Background: an optimization exercise with open tools, aiming at small area and a short achievable clock period. Do not read the settings as production practice. At most, simulation tests tie the RTL to the original design; equivalence was not proved. Power figures rest on the tool's default switching activity, not on a simulated workload.

==> module conv, before the edit <==
module conv (
input [4:0] stride,
input  conv_enable,
output reg [18:0] address1,
output [18:0] address2,
output reg [18:0] write_address,
output end_reach,
output reg full_conv_end, dot_sum_end,
input clk,
input reset,
input [9:0] w1 ,h1,w2,h2,
output reg [9:0] width, height
  );
wire [9:0] w2s = {4'b0, w2[5:0]};
wire [9:0] h2s = {4'b0, h2[5:0]};
reg [4:0]  sR;
reg [9:0]  Km;        
reg        K1;        
reg        w2is1;     
reg        h2is1;     
reg        sis1;      
reg [5:0]  h2R;       
function [9:0] sub10;
  input [9:0] a, b;
  reg [10:0] g, p, q;
  integer i, d;
  begin
    g[0] = 1'b1; p[0] = 1'b0;             
    for (i = 0; i < 10; i = i + 1) begin
      g[i+1] = a[i] & ~b[i];
      p[i+1] = a[i] ^ ~b[i];
    end
    q = p;
    for (d = 1; d < 11; d = d * 2)
      for (i = 10; i >= 1; i = i - 1)
        if (i >= d) begin
          g[i] = g[i] | (p[i] & g[i-d]);
          p[i] = p[i] & p[i-d];
        end
    for (i = 0; i < 10; i = i + 1)
      sub10[i] = q[i+1] ^ g[i];
  end
endfunction
always @(posedge clk) begin
  sR     <= stride;
  Km     <= sub10(w1, w2s);
  K1     <= (w1 == w2s);
  w2is1  <= (w2s == 10'd1);
  h2is1  <= (h2s == 10'd1);
  sis1   <= (stride == 5'd1);
  h2R    <= h2[5:0];
end
reg [5:0]  hc;              
reg        wrapF;           
reg [5:0]  vc;              
reg        vclF;            
reg        capF;            
reg [9:0]  P;               
reg        LC;              
reg        Hz;              
reg        HL;              
reg [9:0]  VL;              
reg [9:0]  Vp1;             
reg [18:0] win_base;        
reg [18:0] nrb;             
reg [11:0] a2;              
assign end_reach = 1'b0;
assign address2 = {7'b0, a2};
wire        go      = conv_enable && !full_conv_end;
wire        wrap    = wrapF;
wire        win_end = wrapF && vclF;
wire        row_end = win_end && LC;
wire        cap     = wrapF && Hz && capF;
wire [9:0]  a1_off  = wrap ? Km : 10'd0;
wire [19:0] a1_sum  = {address1, 1'b1} + {9'b0, a1_off, 1'b1};
wire [18:0] a1_adv  = a1_sum[19:1];
wire [18:0] a1_bs   = win_base + {14'b0, sR};
wire [18:0] nrb_cur = cap ? a1_adv : nrb;
wire [18:0] a1_n    = row_end ? nrb_cur :
                      win_end ? a1_bs : a1_adv;
wire [9:0]  P_s     = P + {5'b0, sR};
wire [9:0]  P_n     = row_end ? {5'b0, sR} : P_s;
wire [9:0]  VLs     = VL - {5'b0, sR};
wire [9:0]  VLvc    = VL + {4'b0, vc};
wire [6:0]  h2p1    = {1'b0, h2R} + 7'd1;
wire        RL1     = (VLvc == {3'b0, h2p1});
wire        RL2     = (VLvc == {3'b0, h2p1} + 10'd1);
wire        Hz_n    = row_end || (Hz && !win_end);
wire        HL_n    = row_end ? K1 : win_end ? (P == Km) : HL;
wire        fce_n   = (wrap && !win_end && Hz && RL1) ||
                      (row_end && VL == {5'b0, sR});
wire        hgt_n   = (!wrap && hc == 6'd2 && HL && RL1) ||
                      (wrap && !win_end && w2is1 && HL && RL2) ||
                      (win_end && !LC && w2is1 && P == Km && VL == 10'd1) ||
                      (row_end && w2is1 && K1 && VL == 10'd2);    
wire [9:0]  Vp1_n   = row_end ? Vp1 + {5'b0, sR} : Vp1;
always @(posedge clk) begin
  if (reset) begin
    hc <= w2[5:0]; wrapF <= (w2s == 10'd1);
    vc <= h2[5:0]; vclF <= (h2s == 10'd1);
    capF <= (stride == 5'd1);
    P <= {5'b0, stride};
    Hz <= 1'b1; HL <= (w1 == w2s);
    VL <= h1; Vp1 <= 10'd1;
    win_base <= 0;
    address1 <= 0; a2 <= 0; write_address <= 0;
    dot_sum_end <= 0; full_conv_end <= 0;
    width <= 0; height <= 0;
  end else if (conv_enable) begin
    dot_sum_end <= go && win_end;
    if (go) begin
      hc <= wrap ? w2[5:0] : hc - 6'd1;
      wrapF <= wrap ? w2is1 : (hc == 6'd2);
      if (win_end) begin
        vc <= h2[5:0]; vclF <= h2is1; capF <= sis1;
      end else if (wrap) begin
        vc <= vc - 6'd1; vclF <= (vc == 6'd2); capF <= ({1'b0, vc} + {2'b0, sR} == h2p1 + 7'd1);
      end
      if (win_end) P <= P_n;
      Hz <= Hz_n; HL <= HL_n;
      Vp1 <= Vp1_n;
      if (row_end) VL <= VLs;
      address1 <= a1_n;
      if (win_end) win_base <= a1_n;
      a2 <= win_end ? 12'd0 : a2 + 12'd1;
      if (win_end) write_address <= write_address + 19'd1;
      if (row_end) width <= P;
      if (fce_n) full_conv_end <= 1'b1;
      if (hgt_n) height <= Vp1_n;
    end
  end
end
always @(posedge clk) begin
  if (cap) nrb <= a1_adv;
end
wire LC_n = P_n > Km;
wire LC_h = P > Km;
always @(posedge clk) begin
  if (reset) LC <= (w1 == 10'd1);
  else LC <= (go && win_end) ? LC_n : LC_h;
end
endmodule
Settings: LEC_CHECK=0, CAP_MARGIN=20, CORE_MARGIN=2, CORE_UTILIZATION=40, SLEW_MARGIN=20; clock period 11.0 ns.
standard.sh (not shown) runs the stock make flow with config.mk's settings and CLKGATE_MAP_FILE= SYNTH_SCRIPT=/design/flow/synth_recipe.tcl, a recipe that flattens the netlist after the stock synthesis.
==> flow/flow/run.sh <==
#!/bin/bash
set -euo pipefail
cd "$(dirname "$0")/.."
bash standard.sh SETUP_SLACK_MARGIN=7.7 "BUFFER_PORTS_ARGS=-buffer_cell sky130_fd_sc_hd__buf_2" finish > flow_make.log 2>&1
Then changed:
--- a/flow/design.v
+++ b/flow/design.v
@@ -19,9 +19,9 @@
 reg        K1;        
 reg        w2is1;     
 reg        h2is1;     
 reg        sis1;      
-reg [5:0]  h2R;       
+reg [6:0]  CS1;       
 function [9:0] sub10;
   input [9:0] a, b;
   reg [10:0] g, p, q;
   integer i, d;
@@ -48,9 +48,9 @@
   K1     <= (w1 == w2s);
   w2is1  <= (w2s == 10'd1);
   h2is1  <= (h2s == 10'd1);
   sis1   <= (stride == 5'd1);
-  h2R    <= h2[5:0];
+  CS1    <= {1'b0, h2[5:0]} + 7'd2 - {2'b0, stride};
 end
 reg [5:0]  hc;              
 reg        wrapF;           
 reg [5:0]  vc;              
@@ -59,8 +59,9 @@
 reg [9:0]  P;               
 reg        LC;              
 reg        Hz;              
 reg        HL;              
+reg [9:0]  RL;              
 reg [9:0]  VL;              
 reg [9:0]  Vp1;             
 reg [18:0] win_base;        
 reg [18:0] nrb;             
@@ -71,28 +72,28 @@
 wire        wrap    = wrapF;
 wire        win_end = wrapF && vclF;
 wire        row_end = win_end && LC;
 wire        cap     = wrapF && Hz && capF;
-wire [9:0]  a1_off  = wrap ? Km : 10'd0;
-wire [19:0] a1_sum  = {address1, 1'b1} + {9'b0, a1_off, 1'b1};
-wire [18:0] a1_adv  = a1_sum[19:1];
+wire [18:0] a1_inc  = address1 + 19'd1;
+wire [18:0] a1_wv   = address1 + {9'b0, Km} + 19'd1;
 wire [18:0] a1_bs   = win_base + {14'b0, sR};
-wire [18:0] nrb_cur = cap ? a1_adv : nrb;
+wire [18:0] nrb_cur = cap ? a1_wv : nrb;
 wire [18:0] a1_n    = row_end ? nrb_cur :
-                      win_end ? a1_bs : a1_adv;
+                      win_end ? a1_bs :
+                      wrap    ? a1_wv : a1_inc;
 wire [9:0]  P_s     = P + {5'b0, sR};
 wire [9:0]  P_n     = row_end ? {5'b0, sR} : P_s;
 wire [9:0]  VLs     = VL - {5'b0, sR};
-wire [9:0]  VLvc    = VL + {4'b0, vc};
-wire [6:0]  h2p1    = {1'b0, h2R} + 7'd1;
-wire        RL1     = (VLvc == {3'b0, h2p1});
-wire        RL2     = (VLvc == {3'b0, h2p1} + 10'd1);
+wire [9:0]  RL_n    = row_end ? VLs :
+                      win_end ? VL :
+                      wrap    ? RL - 10'd1 : RL;
+wire        RL1     = (RL == 10'd1);
 wire        Hz_n    = row_end || (Hz && !win_end);
 wire        HL_n    = row_end ? K1 : win_end ? (P == Km) : HL;
 wire        fce_n   = (wrap && !win_end && Hz && RL1) ||
                       (row_end && VL == {5'b0, sR});
 wire        hgt_n   = (!wrap && hc == 6'd2 && HL && RL1) ||
-                      (wrap && !win_end && w2is1 && HL && RL2) ||
+                      (wrap && !win_end && w2is1 && HL && RL == 10'd2) ||
                       (win_end && !LC && w2is1 && P == Km && VL == 10'd1) ||
                       (row_end && w2is1 && K1 && VL == 10'd2);    
 wire [9:0]  Vp1_n   = row_end ? Vp1 + {5'b0, sR} : Vp1;
 always @(posedge clk) begin
@@ -101,9 +102,9 @@
     vc <= h2[5:0]; vclF <= (h2s == 10'd1);
     capF <= (stride == 5'd1);
     P <= {5'b0, stride};
     Hz <= 1'b1; HL <= (w1 == w2s);
-    VL <= h1; Vp1 <= 10'd1;
+    RL <= h1; VL <= h1; Vp1 <= 10'd1;
     win_base <= 0;
     address1 <= 0; a2 <= 0; write_address <= 0;
     dot_sum_end <= 0; full_conv_end <= 0;
     width <= 0; height <= 0;
@@ -114,13 +115,13 @@
       wrapF <= wrap ? w2is1 : (hc == 6'd2);
       if (win_end) begin
         vc <= h2[5:0]; vclF <= h2is1; capF <= sis1;
       end else if (wrap) begin
-        vc <= vc - 6'd1; vclF <= (vc == 6'd2); capF <= ({1'b0, vc} + {2'b0, sR} == h2p1 + 7'd1);
+        vc <= vc - 6'd1; vclF <= (vc == 6'd2); capF <= ({1'b0, vc} == CS1);
       end
       if (win_end) P <= P_n;
       Hz <= Hz_n; HL <= HL_n;
-      Vp1 <= Vp1_n;
+      RL <= RL_n; Vp1 <= Vp1_n;
       if (row_end) VL <= VLs;
       address1 <= a1_n;
       if (win_end) win_base <= a1_n;
       a2 <= win_end ? 12'd0 : a2 + 12'd1;
@@ -131,9 +132,9 @@
     end
   end
 end
 always @(posedge clk) begin
-  if (cap) nrb <= a1_adv;
+  if (cap) nrb <= a1_wv;
 end
 wire LC_n = P_n > Km;
 wire LC_h = P > Km;
 always @(posedge clk) begin
The changed run completed with no timing, DRC or antenna violations.
Global-route usage rises by 0.36 points.
Area after synthesis rises by a few percent.
Via count rises by a few percent.
Setup slack improved by 0.039 ns.
Power falls slightly.
Clock skew hardly moves.
Critical path depth rises by 3.
Utilization falls by 1.7 points.
Sequential cell count rises by 11.
Final area rises by a few percent.
Routed wire length rises by a little under a tenth.
Combinational power falls by roughly a tenth.
Worst hold slack improved by 0.0091 ns.
Cell count rises by a few percent.

* * *

Another version of the RTL of conv (not shown whole).
For scale: ~1400 cells after synthesis, about 200 flip-flops, ~12000 um^2 of cells after synthesis.
==> module conv, before the edit <==
module conv (
input [4:0] stride,
input  conv_enable,
output reg [18:0] address1,
output [18:0] address2,
output reg [18:0] write_address,
output end_reach,
output reg full_conv_end, dot_sum_end,
input clk,
input reset,
input [9:0] w1 ,h1,w2,h2,
output reg [9:0] width, height
  );
reg [4:0]  sR;
reg [9:0]  Km;        
reg        K1;        
reg        w2is1;     
reg        h2is1;     
reg        sis1;      
reg [5:0]  h2m1;      
reg [6:0]  h2m1ms;    
reg [6:0]  CS1;       
always @(posedge clk) begin
  sR     <= stride;
  Km     <= w1 - w2;
  K1     <= (w1 == w2);
  w2is1  <= (w2 == 10'd1);
  h2is1  <= (h2 == 10'd1);
  sis1   <= (stride == 5'd1);
  h2m1   <= h2[5:0] - 6'd1;
  h2m1ms <= {1'b0, h2[5:0]} - 7'd1 - {2'b0, stride};
  CS1    <= {1'b0, h2[5:0]} + 7'd2 - {2'b0, stride};
end
reg [5:0]  hc;              
reg        wrapF;           
reg [5:0]  vc;              
reg        vclF;            
reg        capF;            
reg [9:0]  P;               
reg        LC;              
reg        Hz;              
reg        HL;              
reg [9:0]  RL;              
reg [9:0]  Vp1;             
reg [18:0] win_base;        
reg [18:0] nrb;             
reg [11:0] a2;              
assign end_reach = 1'b0;
assign address2 = {7'b0, a2};
wire        go      = conv_enable && !full_conv_end;
wire        wrap    = wrapF;
wire        win_end = wrapF && vclF;
wire        row_end = win_end && LC;
wire        cap     = wrapF && Hz && capF;
wire [18:0] a1_inc  = address1 + 19'd1;
wire [18:0] a1_wv   = address1 + {9'b0, Km} + 19'd1;
wire [18:0] a1_bs   = win_base + {14'b0, sR};
wire [18:0] nrb_cur = cap ? a1_wv : nrb;
wire [18:0] a1_n    = row_end ? nrb_cur :
                      win_end ? a1_bs :
                      wrap    ? a1_wv : a1_inc;
wire [9:0]  P_s     = P + {5'b0, sR};
wire [9:0]  P_n     = row_end ? {5'b0, sR} : P_s;
wire [9:0]  RL_d    = row_end ? {{3{h2m1ms[6]}}, h2m1ms} :
                      win_end ? {4'b0, h2m1} :
                      wrap    ? 10'h3ff : 10'd0;
wire [9:0]  RL_n    = RL + RL_d;
wire        Hz_n    = row_end || (Hz && !win_end);
wire        HL_n    = row_end ? K1 : win_end ? (P == Km) : HL;
wire        fce_n   = (RL_n == 10'd0) && wrap && Hz_n;
wire        hgt_n   = (RL_n == 10'd1) && HL_n && (wrap ? w2is1 : (hc == 6'd2));
wire [9:0]  Vp1_n   = row_end ? Vp1 + {5'b0, sR} : Vp1;
always @(posedge clk) begin
  if (reset) begin
    hc <= w2[5:0]; wrapF <= (w2 == 10'd1);
    vc <= h2[5:0]; vclF <= (h2 == 10'd1);
    capF <= (stride == 5'd1);
    P <= {5'b0, stride};
    Hz <= 1'b1; HL <= (w1 == w2);
    RL <= h1; Vp1 <= 10'd1;
    win_base <= 0;
    address1 <= 0; a2 <= 0; write_address <= 0;
    dot_sum_end <= 0; full_conv_end <= 0;
    width <= 0; height <= 0;
  end else if (conv_enable) begin
    dot_sum_end <= go && win_end;
    if (go) begin
      hc <= wrap ? w2[5:0] : hc - 6'd1;
      wrapF <= wrap ? w2is1 : (hc == 6'd2);
      if (win_end) begin
        vc <= h2[5:0]; vclF <= h2is1; capF <= sis1;
      end else if (wrap) begin
        vc <= vc - 6'd1; vclF <= (vc == 6'd2); capF <= ({1'b0, vc} == CS1);
      end
      if (win_end) P <= P_n;
      Hz <= Hz_n; HL <= HL_n;
      RL <= RL_n; Vp1 <= Vp1_n;
      address1 <= a1_n;
      if (win_end) win_base <= a1_n;
      a2 <= win_end ? 12'd0 : a2 + 12'd1;
      if (win_end) write_address <= write_address + 19'd1;
      if (row_end) width <= P;
      if (fce_n) full_conv_end <= 1'b1;
      if (hgt_n) height <= Vp1_n;
    end
  end
end
always @(posedge clk) begin
  if (cap) nrb <= a1_wv;
end
wire LC_n = P_n > Km;
wire LC_h = P > Km;
always @(posedge clk) begin
  if (reset) LC <= (w1 == 10'd1);
  else LC <= (go && win_end) ? LC_n : LC_h;
end
endmodule
==> flow/config.mk <==
export PLATFORM = sky130hd
export DESIGN_NAME = conv
export DESIGN_NICKNAME = conv
export VERILOG_FILES = /design/flow/design.v
export SDC_FILE = /design/flow/constraint.sdc
export NUM_CORES = 4
export LEC_CHECK = 0
export CAP_MARGIN = 20
export CORE_MARGIN = 2
export CORE_UTILIZATION = 40
export SLEW_MARGIN = 20
==> flow/constraint.sdc <==
create_clock -name core_clock -period 11.0 [get_ports {clk}]
set_input_delay 2.2000 -clock core_clock [delete_from_list [all_inputs] [get_ports {clk}]]
set_output_delay 2.2000 -clock core_clock [all_outputs]
set_load 0.01 [all_outputs]
==> flow/flow/run.sh <==
#!/bin/bash
set -euo pipefail
cd "$(dirname "$0")/.."
bash standard.sh SETUP_SLACK_MARGIN=7.8 finish > flow_make.log 2>&1
Next try:
==> flow/design.v (replaced) <==
`timescale 1ns / 1ps
module conv (
input [4:0] stride,
input  conv_enable,
output reg [18:0] address1,
output [18:0] address2,
output reg [18:0] write_address,
output end_reach,
output reg full_conv_end, dot_sum_end,
input clk,
input reset,
input [9:0] w1 ,h1,w2,h2,
output reg [9:0] width, height
  );
reg [4:0]  sR;
reg [9:0]  Km;        
reg        K1;        
reg        w2is1;     
reg        w2is2;     
reg        h2is1;     
reg        sis1;      
reg [6:0]  CS1;       
always @(posedge clk) begin
  sR     <= stride;
  Km     <= w1 - w2;
  K1     <= (w1 == w2);
  w2is1  <= (w2 == 10'd1);
  w2is2  <= (w2 == 10'd2);
  h2is1  <= (h2 == 10'd1);
  sis1   <= (stride == 5'd1);
  CS1    <= {1'b0, h2[5:0]} + 7'd2 - {2'b0, stride};
end
reg [5:0]  hc;              
reg        wrapF;           
reg [5:0]  vc;              
reg        vclF;            
reg        capF;            
reg [9:0]  P;               
reg        LC;              
reg        Hz;              
reg        HL;              
reg [9:0]  RL;              
reg [9:0]  VL;              
reg [9:0]  Vp1;             
reg [18:0] win_base;        
reg [18:0] nrb;             
reg [11:0] a2;              
reg        fceF;            
reg        hgtF;            
assign end_reach = 1'b0;
assign address2 = {7'b0, a2};
wire        go      = conv_enable && !full_conv_end;
wire        wrap    = wrapF;
wire        win_end = wrapF && vclF;
wire        row_end = win_end && LC;
wire        cap     = wrapF && Hz && capF;
wire [9:0]  s10     = {5'b0, sR};
wire [18:0] a1_inc  = address1 + 19'd1;
wire [18:0] a1_wv   = address1 + {9'b0, Km} + 19'd1;
wire [18:0] a1_bs   = win_base + {14'b0, sR};
wire [18:0] nrb_cur = cap ? a1_wv : nrb;
wire [18:0] a1_n    = row_end ? nrb_cur :
                      win_end ? a1_bs :
                      wrap    ? a1_wv : a1_inc;
wire [9:0]  P_s     = P + s10;
wire [9:0]  P_n     = row_end ? s10 : P_s;
wire        LC_n    = P_n > Km;
wire        LC_h    = P > Km;
wire [9:0]  VLs     = VL - s10;
wire [9:0]  RL_n    = row_end ? VLs :
                      win_end ? VL :
                      wrap    ? RL - 10'd1 : RL;
wire        Hz_n    = row_end || (Hz && !win_end);
wire        HL_n    = row_end ? K1 : win_end ? (P == Km) : HL;
wire [9:0]  Vp1_n   = row_end ? Vp1 + s10 : Vp1;
wire        wrapF_n = wrap ? w2is1 : (hc == 6'd2);
wire        vclF_n  = win_end ? h2is1 : wrap ? (vc == 6'd2) : vclF;
wire        LC_nx   = win_end ? LC_n : LC_h;
wire        hc2_n   = wrap ? w2is2 : (hc == 6'd3);
wire        RL1_n   = row_end ? (VLs == 10'd1) : win_end ? (VL == 10'd1) :
                      wrap ? (RL == 10'd2) : (RL == 10'd1);
wire        RL2_n   = row_end ? (VLs == 10'd2) : win_end ? (VL == 10'd2) :
                      wrap ? (RL == 10'd3) : (RL == 10'd2);
wire        VL1_n   = row_end ? (VLs == 10'd1) : (VL == 10'd1);
wire        VLS_n   = row_end ? (VLs == s10) : (VL == s10);
wire        VLs1_n  = row_end ? (VLs == s10 + 10'd1) : (VLs == 10'd1);
wire        PK_n    = row_end ? (s10 == Km) : win_end ? (P_s == Km) : (P == Km);
wire        fceF_n  = (wrapF_n && !vclF_n && Hz_n && RL1_n) ||
                      (wrapF_n && vclF_n && LC_nx && VLS_n);
wire        hgtF_n  = (!wrapF_n && hc2_n && HL_n && RL1_n) ||
                      (wrapF_n && !vclF_n && w2is1 && HL_n && RL2_n) ||
                      (wrapF_n && vclF_n && !LC_nx && w2is1 && PK_n && VL1_n) ||
                      (wrapF_n && vclF_n && LC_nx && w2is1 && K1 && VLs1_n);
always @(posedge clk) begin
  if (reset) begin
    hc <= w2[5:0]; wrapF <= (w2 == 10'd1);
    vc <= h2[5:0]; vclF <= (h2 == 10'd1);
    capF <= (stride == 5'd1);
    P <= {5'b0, stride};
    Hz <= 1'b1; HL <= (w1 == w2);
    RL <= h1; VL <= h1; Vp1 <= 10'd1;
    fceF <= (h1 == 10'd1) && (w1 == 10'd1);
    hgtF <= ((h1 == 10'd1) && (w1 == 10'd2)) || ((h1 == 10'd2) && (w1 == 10'd1));
    win_base <= 0;
    address1 <= 0; a2 <= 0; write_address <= 0;
    dot_sum_end <= 0; full_conv_end <= 0;
    width <= 0; height <= 0;
  end else if (conv_enable) begin
    dot_sum_end <= go && win_end;
    if (go) begin
      hc <= wrap ? w2[5:0] : hc - 6'd1;
      wrapF <= wrapF_n;
      if (win_end) begin
        vc <= h2[5:0]; vclF <= h2is1; capF <= sis1;
      end else if (wrap) begin
        vc <= vc - 6'd1; vclF <= (vc == 6'd2); capF <= ({1'b0, vc} == CS1);
      end
      if (win_end) P <= P_n;
      Hz <= Hz_n; HL <= HL_n;
      RL <= RL_n; Vp1 <= Vp1_n;
      if (row_end) VL <= VLs;
      fceF <= fceF_n; hgtF <= hgtF_n;
      address1 <= a1_n;
      if (win_end) win_base <= a1_n;
      a2 <= win_end ? 12'd0 : a2 + 12'd1;
      if (win_end) write_address <= write_address + 19'd1;
      if (row_end) width <= P;
      if (fceF) full_conv_end <= 1'b1;
      if (hgtF) height <= Vp1_n;
    end
  end
end
always @(posedge clk) begin
  if (cap) nrb <= a1_wv;
end
always @(posedge clk) begin
  if (reset) LC <= (w1 == 10'd1);
  else LC <= (go && win_end) ? LC_n : LC_h;
end
endmodule
The changed run finished clean.
Routed wire length grows by 16%.
Non-clock buffer count grows by 19.
Synthesized area grows by 8.6%.
Power grows by 8.9%.
Synthesized cell count grows by 12%.
Clock skew shrinks by 3.8 ps.
Global-route usage grows by 1.4 points.
For the first run of this note, only the layout was checked, not whether the RTL still works.

## separate check: timing with driven ports
The flow's constraints put no driver on any port. The routed layouts listed below were extracted and timed again, unchanged, in two steps.
Step 1, drivers: a clkbuf_16 drives clk and a buf_2 each remaining input, both assumed.
Step 2 also shifts input and output timing later by t, the mid clock arrival at the registers, as if the neighbouring blocks saw the same clock.
Slacks: ideal / step 1 / step 2; pairs: ideal / step 1.
| run | shift t [ns] | setup WS [ns] | worst setup path at the end |
|---|---|---|---|
| the first run of note 1 | 0.481 | 7.661 / 7.661 / 7.228 | input to register |
| the second run of note 1 | 0.475 | 7.700 / 7.693 / 7.267 | input to register |
| the first run of note 2 | 0.494 | 7.478 / 7.436 / 6.942 | input to register |
| the second run of note 2 | 0.495 | 7.529 / 7.529 / 7.116 | input to register |
After both steps every run listed still meets setup and hold. For the first run of note 2, which loses most, drivers alone change the setup slack by -0.042 ns; drivers and shift together by -0.536 ns.
